Source: an optimization exercise on an open RTL-to-GDS flow (aim: small area). Production flows keep margins and buffers that such runs may drop.
Power figures rest on the tool's default switching activity, not on a simulated workload.

==> inputs of fjord <==
==> flow/design.v (excerpt) <==
module game2048 (
    btnS, btnL, btnR, btnU, btnD, clk, RsRx, sw,      
    AN, SEG, RsTx                                    
);
input       btnS, btnL, btnR, btnU, btnD, clk, RsRx;
input [1:0] sw;
output reg [3:0] AN;
output reg [6:0] SEG;
output      RsTx;
reg [1:0] arst_ff;
always @(posedge clk or posedge btnS)
    if (btnS) arst_ff <= 2'b11;
    else      arst_ff <= {1'b0, arst_ff[1]};
wire rst = arst_ff[0];
reg [11:0] clk_dv;
reg        clk_en;
always @(posedge clk)
    if (rst) {clk_en, clk_dv} <= 13'd0;
    else     {clk_en, clk_dv} <= {1'b0, clk_dv} + 13'd1;
reg [2:0] step_d_L, step_d_R, step_d_U, step_d_D;
always @(posedge clk)
    if (rst) begin
        step_d_L <= 0; step_d_R <= 0; step_d_U <= 0; step_d_D <= 0;
    end else if (clk_en) begin
        step_d_L <= {btnL, step_d_L[2:1]};
        step_d_R <= {btnR, step_d_R[2:1]};
        step_d_U <= {btnU, step_d_U[2:1]};
        step_d_D <= {btnD, step_d_D[2:1]};
    end
wire pL = ~step_d_L[0] & step_d_L[1];
wire pR = ~step_d_R[0] & step_d_R[1];
wire pU = ~step_d_U[0] & step_d_U[1];
wire pD = ~step_d_D[0] & step_d_D[1];
wire anybtn = pL | pR | pU | pD;
wire [1:0] dir = pU ? 2'd0 : pD ? 2'd1 : pL ? 2'd2 : 2'd3;
reg [12:0] tick_cnt;
wire tick = (tick_cnt == 13'd4166);
  ...
clock: 10.0 ns
lec_check: 0
abc_area: 1
cap_margin: 40
core_margin: 2
core_utilization: 35
slew_margin: 40
standard.sh (not shown) runs the stock make flow with config.mk's settings and CLKGATE_MAP_FILE= SYNTH_SCRIPT=/design/flow/synth_recipe.tcl, a recipe that flattens the netlist after the stock synthesis.
==> flow/flow/run.sh <==
#!/bin/bash
# Own layout flow: the standard flow (standard.sh) with one change to synthesis: the
# technology mapping (Yosys's abc pass) uses an area-oriented ABC script (flow/area.abc)
# instead of ORFS's.  Everything else, including flip-flop mapping, flattening and register
# naming, is the standard synthesis (synth_recipe.tcl).
set -euo pipefail
W=$PWD
cat > "$W/synth_area.tcl" <<EOT
proc abc {args} {
  set i [lsearch -exact \$args -script]
  if {\$i >= 0} { set args [lreplace \$args [expr {\$i + 1}] [expr {\$i + 1}] {$W/flow/area.abc}] }
  puts "abc (area script): \$args"
  yosys abc {*}\$args
}
source {$W/synth_recipe.tcl}
EOT
sed "s|SYNTH_SCRIPT=[^ ]*|SYNTH_SCRIPT=$W/synth_area.tcl|" standard.sh > "$W/standard_area.sh"
grep -q "SYNTH_SCRIPT=$W/synth_area.tcl" "$W/standard_area.sh"
bash "$W/standard_area.sh" finish > "$W/flow_make.log" 2>&1
test -s "$W/out/final.def"
==> flow/flow/area.abc <==
strash
&get -n
&deepsyn -T 10
&put
&get -n
&dch -f
&nf -a
&put
==> zinc (differences from fjord) <==
--- a/flow/config.mk
+++ b/flow/config.mk
@@ -7,6 +7,10 @@
 export LEC_CHECK = 0
 export ABC_AREA = 1
-export CAP_MARGIN = 40
+export CAP_MARGIN = 10
 export CORE_MARGIN = 2
 export CORE_UTILIZATION = 35
-export SLEW_MARGIN = 40
+export CTS_BUF_LIST = sky130_fd_sc_hd__clkbuf_2 sky130_fd_sc_hd__clkbuf_4
+export CTS_CLUSTER_SIZE = 20
+export GPL_ROUTABILITY_DRIVEN = 0
+export GPL_TIMING_DRIVEN = 0
+export SLEW_MARGIN = 10
==> delta (differences from fjord) <==
--- a/flow/config.mk
+++ b/flow/config.mk
@@ -7,6 +7,8 @@
 export LEC_CHECK = 0
 export ABC_AREA = 1
-export CAP_MARGIN = 40
+export CAP_MARGIN = 10
 export CORE_MARGIN = 2
-export CORE_UTILIZATION = 35
-export SLEW_MARGIN = 40
+export CORE_UTILIZATION = 50
+export CTS_BUF_LIST = sky130_fd_sc_hd__clkbuf_4
+export GPL_TIMING_DRIVEN = 0
+export SLEW_MARGIN = 10
==> raven (differences from fjord) <==
==> flow/run.sh (new file) <==
#!/bin/bash
# synth_recipe.tcl (not shown) runs the flow's synth.tcl, then flattens the netlist and writes it again
# the make line also repeats each setting of config.mk as NAME=value (left out here)
make -C /OpenROAD-flow-scripts/flow DESIGN_CONFIG=/design/flow/config.mk WORK_HOME=/design/flow/orfs CLKGATE_MAP_FILE= SYNTH_SCRIPT=/design/flow/synth_recipe.tcl finish
--- a/flow/config.mk
+++ b/flow/config.mk
@@ -6,5 +6,4 @@
 export NUM_CORES = 8
 export LEC_CHECK = 0
-export ABC_AREA = 1
 export CAP_MARGIN = 40
 export CORE_MARGIN = 2
removed: flow/flow/run.sh
removed: flow/flow/area.abc
removed: flow/standard.sh
==> run notes <==
	zinc	raven	delta	fjord
Run status	no timing/DRC/antenna violations	no timing/DRC/antenna violations	no timing/DRC/antenna violations	no timing/DRC/antenna violations
Global routing usage on met2	38.43%	37.50%	54.54%	41.72%
Max IR drop VDD	119.2 µV	100.7 µV	109.6 µV	226.6 µV
Mapped cell area	0.01999 mm²	0.02385 mm²	0.01999 mm²	0.01999 mm²
Count of clock-net buffers in the final layout	114	44	101	46
Register share of the cell area	30.86%	26.92%	31.37%	30.25%
Worst-margin pin slew	1363 ps	979.6 ps	1385 ps	986.2 ps
Layout-stage area growth over the synthesis result	13.89%	9.441%	12.02%	16.08%
Met2 routed wirelength	33360 µm	38420 µm	33030 µm	35770 µm
Syn nets	2462	2942	2462	2462
Max transition margin	9.145%	34.30%	7.655%	33.95%
Die width	243.0 µm	265.1 µm	203.9 µm	243.0 µm
Placed instance count	3168	3592	2933	3247
Max FO, Critical Path	14	15	14	15
Routed len/inst	22.88 µm	24.73 µm	24.98 µm	24.97 µm
Most frequent standard cell in the layout excluding fill and tap cells	sky130_fd_sc_hd__nand2_1	sky130_fd_sc_hd__nor2_1	sky130_fd_sc_hd__nand2_1	sky130_fd_sc_hd__nand2_1
NetSw	1.483 mW	2.127 mW	1.508 mW	1.496 mW
Simple-gate share of the synthesized area	24.39%	19.94%	24.39%	24.39%
Area of the multi-input gates	0.01274 mm²	0.01542 mm²	0.01275 mm²	0.01273 mm²
Storage element area	0.007025 mm²	0.007028 mm²	0.007024 mm²	0.007019 mm²
Post-route worst setup slack	706.3 ps	698.3 ps	580.5 ps	631.2 ps
Top metal layer carrying routed signals	met4	met5	met4	met4
No run of this note included a check of the RTL's function; only the layout flow was run.

-- static timing again, ports no longer ideal --
Ports are ideal in the flow. The routed layouts listed here were re-timed in OpenROAD.
Step 1 sets driving cells, clkbuf_16 on the clock port and buf_2 on the other inputs (assumed; they add their load-dependent delay and slew).
Step 2 times the ports against the registers' clock, not the clock port: input delays grow and output delays shrink by t, the midpoint of the rising clock arrivals with the driver on.
Slacks: no drivers / after step 1 / after step 2; pairs: no drivers / after step 1.
run	t (ns)	setup WS [ns]	worst hold slack (ns)	clock arrival spread, ns	worst data-port slew with drivers (ns)
fjord	0.608	0.631 / 0.566 / 1.174	0.355 / 0.355 / 0.355	0.032 / 0.032	0.05
zinc	0.843	0.706 / 0.646 / 1.489	0.375 / 0.375 / 0.375	0.082 / 0.082	0.08
delta	0.845	0.580 / 0.529 / 1.374	0.359 / 0.359 / 0.359	0.051 / 0.052	0.04
raven	0.627	0.698 / 0.643 / 1.271	0.361 / 0.361 / 0.361	0.025 / 0.025	0.05
After both steps setup and hold are still met in every run listed.
